Background: an optimization exercise with open tools, aiming at small area, a short achievable clock period and few clock cycles per item. Do not read the settings as production practice.
At most, simulation tests tie the RTL to the original design; equivalence was not proved.
Power and IR drop assume default switching activity.

// demosaic
module demosaic(clk, reset, in_en, data_in, wr_r, addr_r, wdata_r, rdata_r, wr_g, addr_g, wdata_g, rdata_g, wr_b, addr_b, wdata_b, rdata_b, done);
For scale: roughly 880 cells after synthesis, roughly 130 flip-flops, roughly 110 I/O pins, ~0.0077 mm^2 of cells after synthesis.
==> flow/config.mk <==
export PLATFORM = sky130hd
export DESIGN_NAME = demosaic
export DESIGN_NICKNAME = demosaic
export VERILOG_FILES = /design/flow/design.v
export SDC_FILE = /design/flow/constraint.sdc
export NUM_CORES = 4
export LEC_CHECK = 0
export CAP_MARGIN = 20
export CORE_MARGIN = 2
export CORE_UTILIZATION = 40
export SETUP_SLACK_MARGIN = 3.2
export SLEW_MARGIN = 20
export BUFFER_PORTS_ARGS = -buffer_cell sky130_fd_sc_hd__buf_1
==> flow/constraint.sdc <==
create_clock -name core_clock -period 5.0 [get_ports {clk}]
set_input_delay 1.0000 -clock core_clock [delete_from_list [all_inputs] [get_ports {clk}]]
set_output_delay 1.0000 -clock core_clock [all_outputs]
set_load 0.01 [all_outputs]
standard.sh (not shown) runs the stock make flow with config.mk's settings and CLKGATE_MAP_FILE= SYNTH_SCRIPT=/design/flow/synth_recipe.tcl, a recipe that flattens the netlist after the stock synthesis.
==> flow/flow/run.sh <==
#!/bin/bash
# Standard layout, with a small buffer on each port instead of the default one.
set -euo pipefail
echo 'export BUFFER_PORTS_ARGS = -buffer_cell sky130_fd_sc_hd__buf_1' >> config.mk
bash standard.sh > flow.log 2>&1
Testbench counts at the start, summed over its fixed seeds: cycles 260,120, images 8.
Change:
--- a/flow/config.mk
+++ b/flow/config.mk
@@ -9,5 +9,5 @@
 export CORE_MARGIN = 2
 export CORE_UTILIZATION = 40
-export SETUP_SLACK_MARGIN = 3.2
+export SETUP_SLACK_MARGIN = 2.6
 export SLEW_MARGIN = 20
 export BUFFER_PORTS_ARGS = -buffer_cell sky130_fd_sc_hd__buf_1
What happened: Routed wire length came out lower by 8.9%. First-iteration DRC count came out lower by 13%. Count of clock-buffer cells in the layout came out higher by 1. Total power came out lower by 4.4%. Setup slack improved by 0.018 ns. Clock power barely changes. Area after synthesis is unchanged. Non-clock buffer count came out lower by 45. Sequential cell count is unchanged. Sequential power hardly moves. Via count came out lower by 5.1%.
Change:
==> flow/run.sh (new file) <==
#!/bin/bash
# synth_recipe.tcl (not shown) runs the flow's synth.tcl, then flattens the netlist and writes it again
# the make line also repeats each setting of config.mk as NAME=value (left out here)
make -C /OpenROAD-flow-scripts/flow DESIGN_CONFIG=/design/flow/config.mk WORK_HOME=/design/flow/orfs CLKGATE_MAP_FILE= SYNTH_SCRIPT=/design/flow/synth_recipe.tcl finish
--- a/flow/config.mk
+++ b/flow/config.mk
@@ -11,3 +11,2 @@
 export SETUP_SLACK_MARGIN = 2.6
 export SLEW_MARGIN = 20
-export BUFFER_PORTS_ARGS = -buffer_cell sky130_fd_sc_hd__buf_1
removed: flow/flow/run.sh
removed: flow/standard.sh
Effect: Final cell count rises by 0.64%; critical path depth rose by 2; core utilization went up by 4.3 points; design area goes up by 8.4%; via count went up by 1.3%.

* * *

demosaic, a different RTL version from the one above (not shown whole).
Size in the first run: about 900 cells after synthesis, ~130 flip-flops, ~110 I/O pins, roughly 7700 sq um of cells after synthesis.
==> flow/config.mk <==
export PLATFORM = sky130hd
export DESIGN_NAME = demosaic
export DESIGN_NICKNAME = demosaic
export VERILOG_FILES = /design/flow/design.v
export SDC_FILE = /design/flow/constraint.sdc
export NUM_CORES = 4
export LEC_CHECK = 0
export CAP_MARGIN = 20
export CORE_MARGIN = 2
export CORE_UTILIZATION = 40
export SETUP_SLACK_MARGIN = 2.6
export SLEW_MARGIN = 20
export BUFFER_PORTS_ARGS = -buffer_cell sky130_fd_sc_hd__buf_1
==> flow/constraint.sdc <==
create_clock -name core_clock -period 5.0 [get_ports {clk}]
set_input_delay 1.0000 -clock core_clock [delete_from_list [all_inputs] [get_ports {clk}]]
set_output_delay 1.0000 -clock core_clock [all_outputs]
set_load 0.01 [all_outputs]
==> flow/flow/run.sh <==
#!/bin/bash
# Standard layout, with a small buffer on each port instead of the default one.
set -euo pipefail
echo 'export BUFFER_PORTS_ARGS = -buffer_cell sky130_fd_sc_hd__buf_1' >> config.mk
bash standard.sh > flow.log 2>&1
The first run produced a clean layout.
Rerun with:
==> flow/run.sh (new file) <==
#!/bin/bash
# synth_recipe.tcl (not shown) runs the flow's synth.tcl, then flattens the netlist and writes it again
# the make line also repeats each setting of config.mk as NAME=value (left out here)
make -C /OpenROAD-flow-scripts/flow DESIGN_CONFIG=/design/flow/config.mk WORK_HOME=/design/flow/orfs CLKGATE_MAP_FILE= SYNTH_SCRIPT=/design/flow/synth_recipe.tcl finish
Settings changed: BUFFER_PORTS_ARGS -buffer_cell sky130_fd_sc_hd__buf_1 to default.
removed: flow/flow/run.sh
removed: flow/standard.sh
The new run ran to the end with no violations. Count of clock-buffer cells in the layout shrinks by 1. Critical path depth shrinks by 1. Cell count hardly moves. Non-clock buffer count shrinks by 2. Area after synthesis is unchanged. Synthesized cell count does not change. Final area grows by a little under a tenth. Setup slack gets better by 0.044 ns.
Function was not checked in any run of this note: the RTL went through the layout flow alone.

* * *

Setup of run 1:
Another version of the RTL of demosaic (not shown whole).
Size: about 950 cells after synthesis, roughly 140 flip-flops.
Settings: LEC_CHECK=0, CAP_MARGIN=20, CORE_MARGIN=2, CORE_UTILIZATION=60, CTS_BUF_LIST=sky130_fd_sc_hd__clkbuf_8, CTS_CLUSTER_DIAMETER=80, CTS_CLUSTER_SIZE=30, SETUP_SLACK_MARGIN=2.0, SLEW_MARGIN=20, BUFFER_PORTS_ARGS=-buffer_cell sky130_fd_sc_hd__buf_1; clock period 5.0 ns.
==> flow/flow/run.sh <==
#!/bin/bash
# Standard layout, with a small buffer on each port instead of the default one.
set -euo pipefail
echo 'export BUFFER_PORTS_ARGS = -buffer_cell sky130_fd_sc_hd__buf_1' >> config.mk
bash standard.sh > flow.log 2>&1
Testbench counts of run 1, summed over its fixed seeds: cycles 261,128, images 8.
#### Input delta (run 2 over run 1)
- CTS_CLUSTER_SIZE no longer set, was 30
- CTS_CLUSTER_DIAMETER no longer set, was 80
- CTS_BUF_LIST no longer set, was sky130_fd_sc_hd__clkbuf_8
- SETUP_SLACK_MARGIN now 1.5, was 2.0
- CORE_UTILIZATION now 40, was 60
--- outcome ---
- Against run 1, wire length in run 2 came out worse.
- Taking run 1 as the reference point, the total core area of run 2 rises by about 50%.
- Against run 1, run 2 reports a count of cell instances traversed by the critical path that is lower.
- Clock buffer instance count of the final layout (run 2 over run 1): increase, 7
Input changes introduced in run 3 (baseline for comparison: run 2):
==> flow/flow/run.sh <==
#!/bin/bash
# Standard layout, with a small buffer on each port instead of the default
# one, and adders left to abc as plain gates (no full/half adder cells).
set -euo pipefail
cat >> config.mk <<'MK'
export BUFFER_PORTS_ARGS = -buffer_cell sky130_fd_sc_hd__buf_1
export DONT_USE_CELLS += sky130_fd_sc_hd__fa_1 sky130_fd_sc_hd__fa_2 sky130_fd_sc_hd__fa_4 sky130_fd_sc_hd__ha_1 sky130_fd_sc_hd__ha_2 sky130_fd_sc_hd__ha_4
MK
bash standard.sh > flow.log 2>&1
-- flow/config.mk --
<<< run 2, line 8
>>> run 3, line 8
export ABC_CLOCK_PERIOD_IN_PS = 2000
<<< run 2, line 11
export SETUP_SLACK_MARGIN = 1.5
>>> run 3, line 12
export SETUP_SLACK_MARGIN = 2.0
<<< run 2, line 14
>>> run 3, line 15
export DONT_USE_CELLS += sky130_fd_sc_hd__fa_1 sky130_fd_sc_hd__fa_2 sky130_fd_sc_hd__fa_4 sky130_fd_sc_hd__ha_1 sky130_fd_sc_hd__ha_2 sky130_fd_sc_hd__ha_4
[summary]
Run 2 → run 3: count of endpoints failing hold in the final timing report closely matched the old numbers, area of all placed cells without fillers lower, placement row count decreased by 1 relative to the old numbers, count of cells along the worst register-to-register path went down 1. Run comparison: run 2 top power consumer group combinational cells; run 3 top power consumer group clock. Against run 2, run 3 reports a cell-internal power that is lower. On run 3: met1 demand-to-capacity share in global routing is 2.5 points lower than what run 2 gave.

* * *

exp/fjord:
The RTL this note starts from:
==> flow/design.v <==
module demosaic(clk, reset, in_en, data_in, wr_r, addr_r, wdata_r, rdata_r, wr_g, addr_g, wdata_g, rdata_g, wr_b, addr_b, wdata_b, rdata_b, done);
input clk;
input reset;
input in_en;
input [7:0] data_in;
output reg wr_r;
output reg [13:0] addr_r;
output reg [7:0] wdata_r;
input [7:0] rdata_r;
output reg wr_g;
output reg [13:0] addr_g;
output reg [7:0] wdata_g;
input [7:0] rdata_g;
output reg wr_b;
output reg [13:0] addr_b;
output reg [7:0] wdata_b;
input [7:0] rdata_b;
output reg done;
reg p1, p2;              
reg [6:0] row, col;      
reg bub;                 
reg f0, f126, f127;      
reg [1:0] mid_sel;       
reg [8:0] s0, s1, s2;
reg [7:0] m0, m1;
wire [7:0] mid_v = (mid_sel == 2'd0) ? rdata_r : (mid_sel == 2'd1) ? rdata_g : rdata_b;
wire [7:0] tb_a  = (mid_sel == 2'd0) ? rdata_g : rdata_r;
wire [7:0] tb_b  = (mid_sel == 2'd2) ? rdata_g : rdata_b;
wire [8:0] s_in  = tb_a + tb_b;
wire [8:0] horiz_s = m0 + (row[0] ? rdata_r : rdata_b);
wire [9:0] sm      = s1 + m0;
wire [9:0] gsum_s  = sm + rdata_g;
wire [9:0] diag_s  = s0 + s2;
wire [7:0] horiz = horiz_s[8:1];
wire [7:0] vert  = s1[8:1];
wire [7:0] gsum  = gsum_s[9:2];
wire [7:0] diag  = diag_s[9:2];
wire r0 = row[0];
wire c0 = col[0];
wire own_g = (r0 == c0);
wire own_r = ~r0 & c0;
wire own_b = r0 & ~c0;
wire [6:0] rp1 = row + 7'd1;
wire [6:0] rp2 = row + 7'd2;
wire [6:0] rm1 = row - 7'd1;
wire [13:0] a_own = {row, col};
wire [13:0] a_x = f0 ? {row, 7'd126} : {rp1, col - 7'd3};
wire [13:0] a_y = own_g ? {rm1, col - 7'd3} : {row, col - 7'd2};
wire x_wr = (row != 7'd127);
wire gen = ~f126 & ~f127;
wire [13:0] a_k   = {row, col};
wire [13:0] a_rc1 = {rp1, col + 7'd1};
wire [13:0] a_rc2 = {row, col + 7'd2};
wire [13:0] p2_r = gen ? (own_r ? a_rc1 : a_k) :
                   f126 ? a_k :
                   ~bub ? (r0 ? {rp1, 7'd126} : {row, 7'd1}) :
                          (r0 ? {rp1, 7'd1} : {rp1, 7'd127});
wire [13:0] p2_g = gen ? (own_g ? a_rc2 : a_k) :
                   f126 ? (r0 ? a_k : {rp2, 7'd0}) :
                   ~bub ? (r0 ? {row, 7'd1} : {rp1, 7'd126}) :
                          (r0 ? {rp1, 7'd127} : {rp1, 7'd1});
wire [13:0] p2_b = gen ? (own_b ? a_rc1 : a_k) :
                   f126 ? (r0 ? {rp2, 7'd0} : a_k) :
                   ~bub ? (r0 ? {rp1, 7'd126} : {rp2, 7'd127}) :
                          (r0 ? {rp2, 7'd2} : {rp1, 7'd127});
wire [1:0] mid_next = gen ? (own_g ? 2'd1 : own_r ? 2'd2 : 2'd0) :
                      f126 ? (r0 ? 2'd1 : 2'd2) :
                      (r0 ? 2'd0 : 2'd1);
wire last_pix = (row == 7'd127) & f127;
wire last_step = (row == 7'd126) & f127 & ~bub;
wire idle = ~p1 & ~p2 & ~done;
always @(posedge clk or posedge reset) begin
	if (reset) begin
		p1 <= 1'b0;
		p2 <= 1'b0;
		done <= 1'b0;
		wr_r <= 1'b0;
		wr_g <= 1'b0;
		wr_b <= 1'b0;
	end else begin
		if (p2) begin
			wr_r <= ~own_r & ~f127 & ~last_step;
			wr_g <= ~own_g & ~f127 & ~last_step;
			wr_b <= ~own_b & ~f127 & ~last_step;
			if (last_step) begin
				p2 <= 1'b0;
				done <= 1'b1;
			end
		end else if (in_en & ~done) begin
			wr_r <= ~own_g | x_wr;
			wr_g <= own_g | x_wr;
			wr_b <= 1'b1;
			p1 <= ~last_pix;
			p2 <= last_pix;
		end else begin
			wr_r <= 1'b0;
			wr_g <= 1'b0;
			wr_b <= 1'b0;
		end
	end
end
always @(posedge clk) begin
	s0 <= s1;
	s1 <= s2;
	s2 <= s_in;
	m0 <= m1;
	m1 <= mid_v;
	mid_sel <= mid_next;
	if (idle) begin
		row <= 7'd0;
		col <= {6'd0, in_en};
		bub <= 1'b0;
		f0 <= ~in_en;
		f126 <= 1'b0;
		f127 <= 1'b0;
	end else if (p1 & last_pix) begin
		row <= 7'd0;
		col <= 7'd126;
		bub <= 1'b0;
		f0 <= 1'b0;
		f126 <= 1'b1;
		f127 <= 1'b0;
	end else if (p2 & f127 & ~bub) begin
		bub <= 1'b1;
	end else begin
		col <= col + 7'd1;
		if (f127)
			row <= rp1;
		bub <= 1'b0;
		f0 <= f127;
		f126 <= (col == 7'd125);
		f127 <= f126;
	end
	if (p2) begin
		addr_r <= p2_r;
		addr_g <= p2_g;
		addr_b <= p2_b;
		wdata_r <= own_g ? (r0 ? vert : horiz) : diag;
		wdata_g <= gsum;
		wdata_b <= own_g ? (r0 ? horiz : vert) : diag;
	end else begin
		addr_r <= own_r ? a_own : own_g ? a_x : a_y;
		addr_g <= own_g ? a_own : a_x;
		addr_b <= own_b ? a_own : a_y;
		wdata_r <= data_in;
		wdata_g <= data_in;
		wdata_b <= data_in;
	end
end
endmodule
export LEC_CHECK = 0
export CAP_MARGIN = 20
export CORE_MARGIN = 2
export CORE_UTILIZATION = 40
export SETUP_SLACK_MARGIN = 3.0
export SLEW_MARGIN = 20
export BUFFER_PORTS_ARGS = -buffer_cell sky130_fd_sc_hd__buf_1
create_clock -name core_clock -period 5.0 [get_ports {clk}]
==> flow/flow/run.sh <==
#!/bin/bash
# Standard layout, with a small buffer on each port instead of the default one.
set -euo pipefail
echo 'export BUFFER_PORTS_ARGS = -buffer_cell sky130_fd_sc_hd__buf_1' >> config.mk
bash standard.sh > flow.log 2>&1
Testbench counts of exp/fjord, summed over its fixed seeds: cycles 261,128, images 8.
diff inputs: exp/fjord => exp/willow
-- flow/config.mk --
<<< exp/fjord, line 9
export CORE_MARGIN = 2
export CORE_UTILIZATION = 40
export SETUP_SLACK_MARGIN = 3.0
export SLEW_MARGIN = 20
export BUFFER_PORTS_ARGS = -buffer_cell sky130_fd_sc_hd__buf_1
>>> exp/willow, line 9
export CORE_MARGIN = 2
export CORE_UTILIZATION = 40
export CTS_BUF_LIST = sky130_fd_sc_hd__clkbuf_8
export CTS_CLUSTER_DIAMETER = 80
export CTS_CLUSTER_SIZE = 30
export SETUP_SLACK_MARGIN = 2.0
export SLEW_MARGIN = 20
export BUFFER_PORTS_ARGS = -buffer_cell sky130_fd_sc_hd__buf_1
[summary]
exp/willow ends up with a setup slack that is 150 ps lower than in exp/fjord. Compared exp/fjord against exp/willow; number of cells in the design after placement within noise. exp/willow reached the final stage; the timing, design-rule and antenna checks on its layout passed. exp/willow vs exp/fjord, fraction of final layout cells sized beyond drive strength 1 went down by 24 points. As of exp/willow, post-detailed-route wirelength per cell had fallen by a few percent compared to exp/fjord. The lower clock skew came out of exp/fjord. Power density of the placed cells (exp/willow over exp/fjord): decrease, 7.7%. exp/fjord → exp/willow: clock period minus final worst setup slack went up, number of nets at the end of the flow -122, instance area at placement went down, number of nets with antenna violations after routing level. Looking only at proportion of cell area spent on the clock network, and setting everything else aside, the higher value of exp/willow and exp/fjord goes to exp/fjord.
## Diff of input files: exp/delta against exp/willow
==> flow/config.mk <==
export PLATFORM = sky130hd
export DESIGN_NAME = demosaic
export DESIGN_NICKNAME = demosaic
export VERILOG_FILES = /design/flow/design.v
export SDC_FILE = /design/flow/constraint.sdc
export NUM_CORES = 4
export LEC_CHECK = 0
export CAP_MARGIN = 20
export CORE_MARGIN = 2
export CORE_UTILIZATION = 40
export SETUP_SLACK_MARGIN = 2.6
export SLEW_MARGIN = 20
export BUFFER_PORTS_ARGS = -buffer_cell sky130_fd_sc_hd__buf_1
[summary]
exp/delta has completed all stages; timing, DRC and antenna checks passed. Per the comparison of exp/delta with exp/willow, clock network power climbed about 50%; number of placed cells counting well taps ~0 delta. Max number of buffers inserted by post-CTS setup repair across exp/delta and exp/willow: exp/delta. Diff exp/willow -> exp/delta | post-route total power | up by more than 10%. Estimated wirelength of the detail-placed design in exp/delta is 700 microns lower than in exp/willow. NOTE final area exp/willow->exp/delta increased by a little under 10%. Diff exp/delta and exp/willow: worst-case hold slack lower in exp/delta. exp/delta against exp/willow; post-placement cell area is up slightly. exp/delta vs exp/willow — clock latency on the worst-skew pair dropped 40 ps.
Changes in exp/indigo relative to exp/delta:
==> flow/flow/run.sh <==
#!/bin/bash
# Standard layout, with a small buffer on each port instead of the default
# one, and adders left to abc as plain gates (no full/half adder cells).
set -euo pipefail
cat >> config.mk <<'MK'
export BUFFER_PORTS_ARGS = -buffer_cell sky130_fd_sc_hd__buf_1
export DONT_USE_CELLS += sky130_fd_sc_hd__fa_1 sky130_fd_sc_hd__fa_2 sky130_fd_sc_hd__fa_4 sky130_fd_sc_hd__ha_1 sky130_fd_sc_hd__ha_2 sky130_fd_sc_hd__ha_4
MK
bash standard.sh > flow.log 2>&1
-- flow/config.mk --
<<< exp/delta, line 9
export CORE_MARGIN = 2
export CORE_UTILIZATION = 40
export SETUP_SLACK_MARGIN = 2.6
export SLEW_MARGIN = 20
export BUFFER_PORTS_ARGS = -buffer_cell sky130_fd_sc_hd__buf_1
>>> exp/indigo, line 9
export CORE_MARGIN = 2
export CORE_UTILIZATION = 40
export CTS_BUF_LIST = sky130_fd_sc_hd__clkbuf_8
export CTS_CLUSTER_DIAMETER = 80
export CTS_CLUSTER_SIZE = 30
export SETUP_SLACK_MARGIN = 2.0
export SLEW_MARGIN = 20
export BUFFER_PORTS_ARGS = -buffer_cell sky130_fd_sc_hd__buf_1
export DONT_USE_CELLS += sky130_fd_sc_hd__fa_1 sky130_fd_sc_hd__fa_2 sky130_fd_sc_hd__fa_4 sky130_fd_sc_hd__ha_1 sky130_fd_sc_hd__ha_2 sky130_fd_sc_hd__ha_4
==> comparison <==
exp/indigo ends up with higher compound-gate portion of the synthesized area than exp/delta does. exp/delta reports its main power-consuming group as combinational cells while exp/indigo reports sequential cells. Against exp/delta, exp/indigo comes in 57% lower on overall power consumption. Floorplan check, exp/indigo vs exp/delta: die outline smaller in exp/indigo. Summary of exp/indigo over exp/delta: area of all sequential standard cells now sits at about the same level; number of levels in the clock H-tree closely matched the old numbers; critical path depth -1; sum of routed wire length over all layers shows a reduction of about 15%; number of fill cells went up 101. exp/indigo against exp/delta; net count after synthesis is down by a few percent. Relative to exp/delta, the worst-case vdd ir drop measured on exp/indigo has decreased by more than a quarter. Global-route usage was lower in exp/indigo than in exp/delta.
Input changes introduced in exp/xenon (baseline for comparison: exp/indigo):
==> flow/flow/run.sh <==
#!/bin/bash
# Standard layout, with a small buffer on each port instead of the default one.
set -euo pipefail
echo 'export BUFFER_PORTS_ARGS = -buffer_cell sky130_fd_sc_hd__buf_1' >> config.mk
bash standard.sh > flow.log 2>&1
==> flow/config.mk <==
export PLATFORM = sky130hd
export DESIGN_NAME = demosaic
export DESIGN_NICKNAME = demosaic
export VERILOG_FILES = /design/flow/design.v
export SDC_FILE = /design/flow/constraint.sdc
export NUM_CORES = 4
export LEC_CHECK = 0
export CAP_MARGIN = 20
export CORE_MARGIN = 2
export CORE_UTILIZATION = 40
export SETUP_SLACK_MARGIN = 2.0
export SLEW_MARGIN = 20
export BUFFER_PORTS_ARGS = -buffer_cell sky130_fd_sc_hd__buf_1
Notes after the runs:
- On net count of the finished layout: exp/xenon sits above exp/indigo.
- exp/xenon: share of total power in the clock network lower than exp/indigo
- Utilization exp/indigo -> exp/xenon: up
- [exp/xenon] fraction of area in multi-input gates rose 0.22 points relative to exp/indigo
- Taking exp/indigo as the reference, in exp/xenon layout overhead on the synthesized area grew by 1.1 points; proportion of synthesized area in mux cells grew by 1.9 points; number of cells traversed by the worst register-to-register path grew by 1.
- exp/xenon vs exp/indigo on via count of the first global-routing pass: exp/xenon is the higher one.
- Setup slack: exp/xenon higher than exp/indigo
- From exp/indigo to exp/xenon the numbers moved as follows: total number of placement rows now larger; design area went up 4.4%.
Setup changes, exp/xenon to exp/yarrow
==> flow/flow/run.sh <==
#!/bin/bash
# Standard layout, with a small buffer on each port instead of the default
# one, and adders left to abc as plain gates (no full/half adder cells).
set -euo pipefail
cat >> config.mk <<'MK'
export BUFFER_PORTS_ARGS = -buffer_cell sky130_fd_sc_hd__buf_1
export DONT_USE_CELLS += sky130_fd_sc_hd__fa_1 sky130_fd_sc_hd__fa_2 sky130_fd_sc_hd__fa_4 sky130_fd_sc_hd__ha_1 sky130_fd_sc_hd__ha_2 sky130_fd_sc_hd__ha_4
MK
bash standard.sh > flow.log 2>&1
-- flow/config.mk --
<<< exp/xenon, line 12
export SLEW_MARGIN = 20
export BUFFER_PORTS_ARGS = -buffer_cell sky130_fd_sc_hd__buf_1
>>> exp/yarrow, line 12
export SLEW_MARGIN = 20
export BUFFER_PORTS_ARGS = -buffer_cell sky130_fd_sc_hd__buf_1
export DONT_USE_CELLS += sky130_fd_sc_hd__fa_1 sky130_fd_sc_hd__fa_2 sky130_fd_sc_hd__fa_4 sky130_fd_sc_hd__ha_1 sky130_fd_sc_hd__ha_2 sky130_fd_sc_hd__ha_4
==> comparison <==
The final layouts of exp/yarrow and exp/xenon pass the timing, design-rule and antenna checks.
Est. power | exp/yarrow vs exp/xenon | exp/yarrow lower
For the highest net fanout along the worst path, exp/yarrow came in 3 higher than exp/xenon did.
Power in sequential cells in exp/yarrow is 32% below exp/xenon.
Setup WNS exp/xenon -> exp/yarrow: worse
Compared with exp/xenon, exp/yarrow shows a higher sequential fraction of total cell area.
Going from exp/xenon to exp/yarrow, number of buffers inserted by port buffering held, met1 global-route usage went down 3.9 points.
Diff exp/yarrow and exp/xenon: fmax lower in exp/yarrow

afterwards: timing with drivers on the ports:
In the flow no input, the clock included, has a driving cell. The finished layouts below were timed again as built, in two steps.
Step 1 sets driving cells, clkbuf_16 on the clock port and buf_2 on the other inputs (assumed; they add their load-dependent delay and slew).
Step 2 moves the port delays by t, midway between the first and last clock arrival at a register: inputs arrive t later, outputs are due t later. That takes back most of the time a late clock gives input paths.
a / b / c = ideal / step 1 / step 2; a / b = the first two.
run	t, ns	setup slack, ns	latest minus earliest clock arrival (ns)
the first run of note 1	0.474	2.127 / 2.102 / 1.628	0.010 / 0.009
the second run of note 1	0.472	2.145 / 2.169 / 1.697	0.013 / 0.013
the third run of note 1	0.467	2.071 / 2.075 / 1.608	0.009 / 0.008
the first run of note 2	0.473	2.112 / 2.119 / 1.646	0.009 / 0.009
the second run of note 2	0.471	2.156 / 2.159 / 1.688	0.008 / 0.008
run 1	0.490	2.158 / 2.158 / 1.676	0.012 / 0.011
run 2	0.465	1.871 / 1.871 / 1.527	0.010 / 0.010
run 3	0.475	2.043 / 2.062 / 1.587	0.008 / 0.008
exp/fjord	0.474	2.297 / 2.287 / 1.813	0.015 / 0.014
exp/willow	0.505	2.145 / 2.150 / 1.658	0.017 / 0.016
exp/delta	0.473	2.222 / 2.217 / 1.745	0.012 / 0.011
exp/indigo	0.510	2.093 / 2.106 / 1.597	0.014 / 0.013
exp/xenon	0.473	2.146 / 2.171 / 1.698	0.012 / 0.012
exp/yarrow	0.475	2.043 / 2.062 / 1.587	0.008 / 0.008
After both steps every run listed still meets setup and hold. For the first run of note 1, which loses most, drivers alone change the setup slack by -0.025 ns; drivers and shift together by -0.499 ns.
